Source: an optimization exercise on an open RTL-to-GDS flow (aim: small area). Production flows keep margins and buffers that such runs may drop. Function was checked by simulation only, so behaviour that the tests miss may differ from the original. Power is estimated from default activity; no workload was simulated.

File: design.v
`timescale 1ns / 1ps
module can_tx(
    input             clk,
    input             rst,
    input             start,
    input      [10:0] id,
    input      [3:0]  dlc,
    input      [63:0] data,
    output            busy,
    output reg        done,
    output            fin,
    output            fin_odd,
    output reg [10:0] f_id,
    output reg [3:0]  f_dlc,
    output reg [63:0] f_data
);
reg        c_valid;
reg [10:0] c_id;
reg [3:0]  c_dlc;
reg [63:0] c_data;
always @(posedge clk) begin
    c_id   <= id;
    c_dlc  <= dlc;
    c_data <= data;
end
always @(posedge clk or posedge rst) begin
    if (rst) c_valid <= 1'b0;
    else     c_valid <= start;
end
integer k;
always @(posedge clk) begin
    if (c_valid) begin
        f_id  <= c_id;
        f_dlc <= c_dlc;
        for (k = 0; k < 64; k = k + 1)
            f_data[k] <= c_data[k] & ((k < 8) ? (k == 0 || c_dlc != 4'd0) : ((k / 8) < c_dlc));
    end
end
reg [6:0] q;
reg [2:0] cons;      
reg       last;      
assign busy = (q >= 7'd6);
wire [4:0] v = {1'b0, q[6:3]} - {1'b0, f_dlc};
wire [2:0] byte_sel = q[5:3] - 3'd3;
wire [5:0] data_idx = {byte_sel, ~q[2:0]};
wire       data_bit = f_data[data_idx] & (data_idx != 6'd0 || f_dlc != 4'd0);
wire crc = f_id[0] ^ f_dlc[0] ^ f_data[0];
reg nb;              
always @(*) begin
    if (q < 7'd24) begin
        if (q <= 7'd16)      nb = f_id[5'd16 - q[4:0]];
        else if (q <= 7'd19) nb = 1'b0;
        else                 nb = f_dlc[5'd23 - q[4:0]];
    end else if (v[4] || v < 5'd3) begin
        nb = data_bit;
    end else if (v == 5'd3) begin
        nb = (q[2:0] == 3'd0) ? crc : 1'b0;
    end else if (v == 5'd4) begin
        nb = (q[2:0] == 3'd7);
    end else begin
        nb = 1'b1;
    end
end
wire stuff = (cons == 3'd5);
assign fin     = busy & (v == 5'd5) & (q[2:0] == 3'd6);
assign fin_odd = cons[0];
always @(posedge clk or posedge rst) begin
    if (rst) begin
        q    <= 7'd0;
        cons <= 3'd0;
        last <= 1'b0;
        done <= 1'b0;
    end else begin
        done <= fin;
        if (c_valid) begin
            q    <= 7'd3;
            cons <= 3'd1;      
            last <= 1'b0;
        end else if (fin) begin
            q <= 7'd0;
        end else if (busy) begin
            if (stuff) begin
                cons <= 3'd1;
                last <= ~last;
            end else begin
                cons <= (nb == last) ? cons + 3'd1 : 3'd1;
                last <= nb;
                q    <= q + 7'd1;
            end
        end else if (q != 7'd0) begin
            q <= q + 7'd1;
        end
    end
end
endmodule
`timescale 1ns / 1ps
module can_rx(
    input             clk,
    input             rst,
    input             fin,
    input             fin_odd,
    input             done,
    input      [10:0] f_id,
    input      [3:0]  f_dlc,
    input      [63:0] f_data,
    output     [10:0] rx_id,
    output     [3:0]  rx_dlc,
    output     [63:0] rx_data,
    output reg        rx_valid
);
always @(posedge clk or posedge rst) begin
    if (rst)
        rx_valid <= 1'b0;
    else
        rx_valid <= (fin & fin_odd) | (done & ~rx_valid);
end
assign rx_id   = f_id;
assign rx_dlc  = f_dlc;
assign rx_data = {f_data[63:1], f_data[0] & (f_dlc != 4'd0)};
endmodule
`timescale 1ns / 1ps
module can_top (
    input clk,
    input rst,
    input tx_start,
    input [10:0] tx_id,
    input [3:0] tx_dlc,
    input [63:0] tx_data,
    output tx_busy,
    output tx_done,
    output [10:0] rx_id,
    output [3:0] rx_dlc,
    output [63:0] rx_data,
    output rx_valid
);
wire        fin;        
wire        fin_odd;    
wire [10:0] f_id;
wire [3:0]  f_dlc;
wire [63:0] f_data;
can_tx tx_module (
    .clk(clk), .rst(rst),
    .start(tx_start), .id(tx_id),
    .dlc(tx_dlc), .data(tx_data),
    .busy(tx_busy), .done(tx_done),
    .fin(fin), .fin_odd(fin_odd),
    .f_id(f_id), .f_dlc(f_dlc), .f_data(f_data)
);
can_rx rx_module (
    .clk(clk), .rst(rst),
    .fin(fin), .fin_odd(fin_odd), .done(tx_done),
    .f_id(f_id), .f_dlc(f_dlc), .f_data(f_data),
    .rx_id(rx_id), .rx_dlc(rx_dlc),
    .rx_data(rx_data), .rx_valid(rx_valid)
);
endmodule
File: flow/run.sh
#!/bin/bash
# Standard ORFS layout with smaller port buffers and a lighter clock tree.
set -euo pipefail
export BUFFER_PORTS_ARGS="-buffer_cell sky130_fd_sc_hd__buf_1"
export CTS_ARGS="-sink_clustering_enable -repair_clock_nets -dont_use_dummy_load"
bash standard.sh > standard.log 2>&1
File: standard.sh
#!/bin/bash
# synth_recipe.tcl (not shown) runs the flow's synth.tcl, then flattens the netlist and writes it again
# the make line also repeats each setting of config.mk as NAME=value (left out here)
make -C /OpenROAD-flow-scripts/flow DESIGN_CONFIG=/design/flow/config.mk WORK_HOME=/design/flow/orfs CLKGATE_MAP_FILE= SYNTH_SCRIPT=/design/flow/synth_recipe.tcl "${@:-finish}"
File: config.mk
export PLATFORM = sky130hd
export DESIGN_NAME = can_top
export DESIGN_NICKNAME = can_top
export VERILOG_FILES = /design/flow/design.v
export SDC_FILE = /design/flow/constraint.sdc
export NUM_CORES = 4
export LEC_CHECK = 0
export CAP_MARGIN = 20
export CORE_MARGIN = 2
export CORE_UTILIZATION = 40
export CTS_BUF_LIST = sky130_fd_sc_hd__clkbuf_4
export SLEW_MARGIN = 20
File: constraint.sdc
create_clock -name core_clock -period 5.0 [get_ports {clk}]
set_input_delay 1.0000 -clock core_clock [delete_from_list [all_inputs] [get_ports {clk}]]
set_output_delay 1.0000 -clock core_clock [all_outputs]
set_load 0.01 [all_outputs]
==> flow_summary.json, run 1 <==
{
  "multi_input_area_um2": 1800,
  "period_needed_ns": 3.41,
  "hold_viol": 0,
  "worstSkewPairLatency_ns": 0.41,
  "finalSetupViolCount": 0,
  "crit_arrival_ns": 3.70,
  "startpoint_type": "flop",
  "routedWlPerCell_um": 16.6,
  "grt_max_degree": 92,
  "fin_tns_setup_ns": 0,
  "dr.pass1.iters": 4,
  "synth_enable_flop_cells": 79,
  "cts.sink_count": 172,
  "synth.avg_cell_area_um2": 13.7,
  "grt_first_pass_wirelength_um": 21700,
  "hold_path_class": "flop to flop",
  "cpPeakStageDelay_ns": 0.67,
  "grt_use_total": 0.160,
  "cts-resized-gates": 0,
  "cts_root_buf": "clkbuf_16",
  "slew_violations": 0,
  "worst_r2r_startpoint": "tx_module.q[3]$_DFFE_PP0P_",
  "fmax_mhz": 293,
  "end_kind": "flop",
  "dp_hpwl_um": 10100,
  "synth_compound_area_frac": 0.0467,
  "cts_setup_buffers": 0,
  "coreArea_um2": 16500,
  "synth_adder_area_share": 0.0290,
  "synthesis.nets": 587,
  "die_w_um": 134,
  "fillers": 1518,
  "crit_buf_inv": 2,
  "nets": 699,
  "first_iter_violations": 151,
  "drc": 0,
  "area_growth_pct": 11.9,
  "cp_slowest_cell": "or4b_2",
  "r2r_cells": 10,
  "holdPathStages": 0,
  "hold_buffers": 0,
  "cts-buffers-inserted": 17,
  "wl_um": 13600,
  "synth_area_leaders": "edfxtp_1, dfxtp_1, buf_4, dfrtp_1, mux4_2",
  "hp-start": "tx_module.c_id[1]$_DFF_P_",
  "dieArea_um2": 17900,
  "layout_commonest_cell": "buf_1",
  "path_delay_family": "compound AO/OA/AOI/OAI gates",
  "synth-simple-area-share": 0.106,
  "rsz0062_at_grt": "false",
  "p_per_area_nw_per_um2": 455,
  "vias_per_cell": 4.75,
  "final_core_util": 0.456,
  "num_rows": 47,
  "status": "timing/DRC/antenna clean",
  "synth_warnings": 2,
  "leakagePower_nw": 2.79,
  "worstSetupPathType": "flop to flop",
  "final_antenna_net_count": 0,
  "synthesis.area_um2": 6720,
  "r2r_slack_ns": 1.59,
  "syn_inst": 490,
  "crit_chain": "clkinv_1, ha_1, inv_1, fa_1, or4b_2, a21boi_0, o32ai_1, a31o_2, xnor2_2, a32o_1",
  "layout_common_cells": "buf_1, dfxtp_1, edfxtp_1",
  "synthArstFlopShare": 0.0814,
  "regArea_um2": 4310,
  "yosys.area.top_type_share": 0.353,
  "path_clk_slew_ns": 0.06,
  "grt_pass1_vias": 4056,
  "dpl-instance-area_um2": 7070,
  "synth-seq-cells": 172,
  "maxSlewHeadroom": 0.375,
  "final_area_um2": 7530,
  "synth_xor_xnor_area_share": 0.0154,
  "worst_pin_slew_ns": 0.932,
  "gp_congestion": 0.849,
  "skew_ns": 0.0188,
  "clockBufferDepth": 2,
  "critPathMaxFanout": 9,
  "layout_setup_ws_ns": 1.59,
  "htreeDepth": 4,
  "synth.distinct_cells": 54,
  "port_buffers": 163,
  "synth_ff_type": "edfxtp_1",
  "n_antenna_cell": 0,
  "dp_slack_ns": 1.61,
  "worstHoldEndpoint": "tx_module.f_id[1]$_DFFE_PP_",
  "finalCritPeriodShare": 0.682,
  "fp.dieH_um": 134,
  "peakVddDrop_v": 0.000272,
  "start_util": 0.407,
  "synth_top_family_by_area": "simple AND/OR/NAND/NOR gates",
  "ys_seq_area_frac": 0.640,
  "grt_overflow": 0,
  "antenna_found_initial": 0,
  "tritoncts": "done",
  "drive_above_1_share": 0.0783,
  "num_io_pins": 164,
  "vias": 3892,
  "reg2reg_to": "tx_module.cons[1]$_DFFE_PP0P_",
  "worst_ep_required_time_ns": 5.29,
  "synth_top_area_cell": "edfxtp_1",
  "maxCapViolations": 0,
  "synth_mux_area_frac": 0.0696
}
## worst reg2reg max path: stages (launching register included)
cell	delay (ns)
dfrtp_1	0.54
clkinv_1	0.34
ha_1	0.29
inv_1	0.07
fa_1	0.44
or4b_2	0.67
a21boi_0	0.19
o32ai_1	0.10
a31o_2	0.26
xnor2_2	0.15
a32o_1	0.25
## power by group
group          internal [W]  switching [W]
Combinational      0.000315       0.000359
Clock              0.000590       0.000443
Sequential          0.00159       0.000127
## sequential cells by signal (all words and copies together), names as in the netlist
register / count
tx_module.f_id: 11
tx_module.done: 1
tx_module.f_data: 64
rx_module.rx_valid: 1
tx_module.c_dlc: 4
tx_module.f_dlc: 4
tx_module.c_valid: 1
tx_module.q: 7
tx_module.c_data: 64
tx_module.c_id: 11
tx_module.cons: 3
tx_module.last: 1
## worst max-delay path by stage
stage / start / endpoint / slack (ns) / cells past startpoint
global route: tx_module.q[3]$_DFFE_PP0P_ / tx_module.cons[1]$_DFFE_PP0P_ / 1.36 / 10
global placement: tx_module.q[3]$_DFFE_PP0P_ / tx_module.cons[1]$_DFFE_PP0P_ / 1.68 / 10
detailed placement: tx_module.q[3]$_DFFE_PP0P_ / tx_module.cons[1]$_DFFE_PP0P_ / 1.61 / 10
finish: tx_module.q[3]$_DFFE_PP0P_ / tx_module.cons[1]$_DFFE_PP0P_ / 1.59 / 10
floorplan: tx_module.q[3]$_DFFE_PP0P_ / tx_module.cons[1]$_DFFE_PP0P_ / 1.93 / 11
CTS: tx_module.q[3]$_DFFE_PP0P_ / tx_module.cons[1]$_DFFE_PP0P_ / 1.61 / 10
## cells in the mapped netlist (all sizes together) (4+ instances only)
cell type  count
a21oi          6
and2          16
buf           70
dfrtp         14
dfxtp         79
edfxtp        79
ha            14
inv           17
mux2i         13
mux4          15
nand2         19
nand3          7
nor2          19
nor2b         49
nor3           4
o21ai         10
xnor2          7
xor2           4
## per-layer routing
layer / vias up / wire [µm] / track usage
li1: 1859 / - / -
met1: 1901 / 5770 / 0.205
met2: 125 / 6980 / 0.263
met3: 7 / 756 / 0.0495
met4: 0 / 138 / 0.0461
met5: - / 0 / 0
## layout make-up
class | instances | share of cell area
well taps | 220 | 0.0366
inverters | 18 | 0.00898
multi-input cells | 227 | 0.240
clock buffers | 17 | 0.0565
flip-flops and latches | 172 | 0.572
repair buffers | 166 | 0.0859
## cells by family after synthesis
kind of cell               Yosys count
AOI/OAI and AO/OA                   44
muxes                               28
DFF                                172
xor gates and xnor gates            11
and+or+nand+nor                    129
buffers and inverters               91
adders and majority gates           15
## stage by stage
step / total power (W) / instances / hold slack (ns)
2_1_floorplan: 0.00228 / 490 / 0.386
3_3_place_gp: 0.00242 / 802 / 0.389
3_5_place_dp: 0.00244 / 802 / 0.390
4_1_cts: 0.00347 / 819 / 0.406
5_1_grt: 0.00362 / 820 / 0.408
6_report: 0.00343 / 820 / 0.404
==> inputs of run 2 (changes only) <==
==> run.sh (new file) <==
#!/bin/bash
# synth_recipe.tcl (not shown) runs the flow's synth.tcl, then flattens the netlist and writes it again
# the make line also repeats each setting of config.mk as NAME=value (left out here)
make -C /OpenROAD-flow-scripts/flow DESIGN_CONFIG=/design/flow/config.mk WORK_HOME=/design/flow/orfs CLKGATE_MAP_FILE= SYNTH_SCRIPT=/design/flow/synth_recipe.tcl finish
--- a/config.mk
+++ b/config.mk
@@ -8,5 +8,4 @@
 export CAP_MARGIN = 20
 export CORE_MARGIN = 2
 export CORE_UTILIZATION = 40
-export CTS_BUF_LIST = sky130_fd_sc_hd__clkbuf_4
 export SLEW_MARGIN = 20
removed: flow/run.sh
removed: standard.sh
==> run 2 against run 1 <==
- still clean on timing, DRC and antenna
- core utilization increased by 7.1 points
- clock power up 25%
- global-route usage up 0.79 points
- synthesized area did not move
- synthesized cell count stayed put
- first-iteration DRC count is 39% higher
- via count grew 0.44%
- die area is the same
- register-to-register slack worse by 0.12 ns
- setup slack worse by 0.12 ns
- non-clock buffer count did not move
- largest power group unchanged
==> flow_summary.json, run 2 <==
{
  "status": "timing/DRC/antenna clean",
  "grt_pass1_vias": 4194,
  "hold_path_class": "flop to flop",
  "hp-start": "tx_module.c_id[0]$_DFF_P_",
  "drc": 0,
  "crit_arrival_ns": 3.84,
  "grt_first_pass_wirelength_um": 22600,
  "drive_above_1_share": 0.0943,
  "synth_ff_type": "edfxtp_1",
  "grt_overflow": 0,
  "critPathMaxFanout": 9,
  "hold_buffers": 0,
  "skew_ns": 0.0155,
  "final_antenna_net_count": 0,
  "synthesis.area_um2": 6720,
  "gp_congestion": 0.856,
  "cts_root_buf": "clkbuf_16",
  "fp.dieH_um": 134,
  "reg_top3": "tx_module.c_data x64, tx_module.f_data x64",
  "hold_viol": 0,
  "synth_warnings": 2,
  "dieArea_um2": 17900,
  "totalPowerFinal_w": 0.00381,
  "start_util": 0.407,
  "n_antenna_cell": 0,
  "layout_setup_ws_ns": 1.47,
  "num_rows": 47,
  "coreArea_um2": 16500,
  "path_clk_slew_ns": 0.06,
  "layout_commonest_cell": "clkdlybuf4s50_1",
  "worst_r2r_startpoint": "tx_module.q[3]$_DFFE_PP0P_",
  "finalCritPeriodShare": 0.706,
  "finalSetupViolCount": 0,
  "tritoncts": "done",
  "worstSkewPairLatency_ns": 0.42,
  "worst_ep_required_time_ns": 5.31,
  "cp-startpoint": "tx_module.q[3]$_DFFE_PP0P_",
  "synth_common_cells": "dfxtp_1, edfxtp_1, buf_4, nor2b_1",
  "synth.distinct_cells": 54,
  "synthesis.nets": 587,
  "regArea_um2": 4310,
  "maxCapViolations": 0,
  "port_buffers": 163,
  "fin_tns_setup_ns": 0,
  "cts.sink_count": 172,
  "dr.pass1.iters": 4,
  "p_per_area_nw_per_um2": 438,
  "clockBufferDepth": 2,
  "grt_use_total": 0.168,
  "startpoint_type": "flop",
  "grt_max_degree": 53,
  "period_needed_ns": 3.53,
  "rsz0062_at_grt": "false",
  "vias_per_cell": 4.68,
  "slew_violations": 0,
  "vias": 3909,
  "wl_um": 14200,
  "end_kind": "flop",
  "synth_top_area_cell": "edfxtp_1",
  "fillers": 1393,
  "synth.avg_cell_area_um2": 13.7,
  "nets": 699,
  "worst_pin_slew_ns": 0.919,
  "die_w_um": 134,
  "num_io_pins": 164,
  "routedWlPerCell_um": 17.1,
  "leakagePower_nw": 3.31,
  "maxSlewHeadroom": 0.383,
  "antenna_found_initial": 0,
  "synth_area_leaders": "edfxtp_1, dfxtp_1, buf_4, dfrtp_1, mux4_2",
  "first_iter_violations": 210,
  "cts_setup_buffers": 0,
  "multi_input_area_um2": 1800,
  "cts-resized-gates": 0,
  "yosys.area.top_type_share": 0.353,
  "worstSetupPathType": "flop to flop",
  "dp_slack_ns": 1.53,
  "layout_common_cells": "clkdlybuf4s50_1, dfxtp_1, edfxtp_1",
  "syn_inst": 490,
  "fmax_mhz": 283,
  "synthArstFlopShare": 0.0814,
  "synth-seq-cells": 172,
  "area_growth_pct": 29.3,
  "ys_seq_area_frac": 0.640,
  "htreeDepth": 4,
  "synth_enable_flop_cells": 79,
  "dp_hpwl_um": 10500,
  "peakVddDrop_v": 0.000238,
  "cts-buffers-inserted": 17
}
-- run 2: power breakdown --
| part | total, W | switching [W] | internal, W |
|---|---|---|---|
| registers | 0.00172 | 0.000133 | 0.00159 |
| logic | 0.000792 | 0.000364 | 0.000427 |
| clock network | 0.00129 | 0.000518 | 0.000777 |
| total | 0.00381 | 0.00102 | 0.00280 |
-- run 2: per-layer routing --
layer	vias to the layer above	track usage	share of wire
met5	-	0	0
met1	1878	0.202	0.41
met2	129	0.276	0.49
li1	1885	-	-
met4	0	0.0591	0.016
met3	17	0.0643	0.077
-- run 2: layout make-up --
cell class	instances	share of cell area
Inverter	18	0.00777
Sequential cell	172	0.495
Multi-Input combinational cell	227	0.207
Clock inverter	9	0.0127
Timing Repair Buffer	166	0.190
Tap cell	220	0.0317
Clock buffer	23	0.0550
-- run 2: through the flow --
stage | hold slack (ns) | util | area [µm²] | instances
finish | 0.402 | 0.526 | 8700 | 835
global route | 0.414 | 0.526 | 8700 | 835
CTS | 0.404 | 0.526 | 8690 | 835
detailed placement | 0.389 | 0.490 | 8100 | 803
global placement | 0.386 | 0.490 | 8100 | 803
floorplan | 0.386 | - | 6720 | 490
-- run 2: path summary, 6_finish.rpt --
kind	end	slack [ns]	cells after the start
min in group asynchronous	rx_module.rx_valid$_DFF_PP0_	0.93	2
setup / recovery	tx_module.cons[1]$_DFFE_PP0P_	1.47	10
setup reg to reg	tx_module.cons[1]$_DFFE_PP0P_	1.47	10
hold / removal	tx_module.f_id[0]$_DFFE_PP_	0.40	0
max in group asynchronous	tx_module.c_valid$_DFF_PP0_	3.65	2
hold reg to reg	tx_module.f_id[0]$_DFFE_PP_	0.40	0
-- run 2: critical path, cell delays in order, from the launching register on --
cell      delay [ns]
dfrtp_1         0.56
clkinv_1        0.36
ha_1            0.30
inv_1           0.07
fa_1            0.44
or4b_2          0.68
a21boi_0        0.23
o32ai_1         0.12
a31o_2          0.26
xnor2_2         0.15
a32o_1          0.25
-- run 2: logic make-up (layout without fill, tap and decap cells) --
kind of cell,count (synthesis),in the layout,synth area share
xor+xnor,11,11,0.0154
simple gates,129,129,0.106
buf+inv,91,216,0.0932
mux,28,28,0.0696
compound gates,44,44,0.0467
flops,172,172,0.640
fa+ha+maj,15,15,0.0290

-- afterwards: timing with drivers on the ports --
How much do the figures lean on ideal ports? The routed layouts below were timed once more, with nothing changed but the port constraints. Step 1 assumes that a clkbuf_16 drives the clock port and a buf_2 every other input. Step 2 moves the port delays by t, midway between the first and last clock arrival at a register: inputs arrive t later, outputs are due t later. That takes back most of the time a late clock gives input paths. Three values: no drivers, after step 1, after step 2; two values: the first two.
run | shift t [ns] | slack for setup (ns) | worst register clock-pin slew, ns
run 1 | 0.442 | 1.591 / 1.591 / 1.591 | 0.06 / 0.06
run 2 | 0.457 | 1.472 / 1.472 / 1.472 | 0.06 / 0.06
After both steps setup and hold are still met in every run listed.
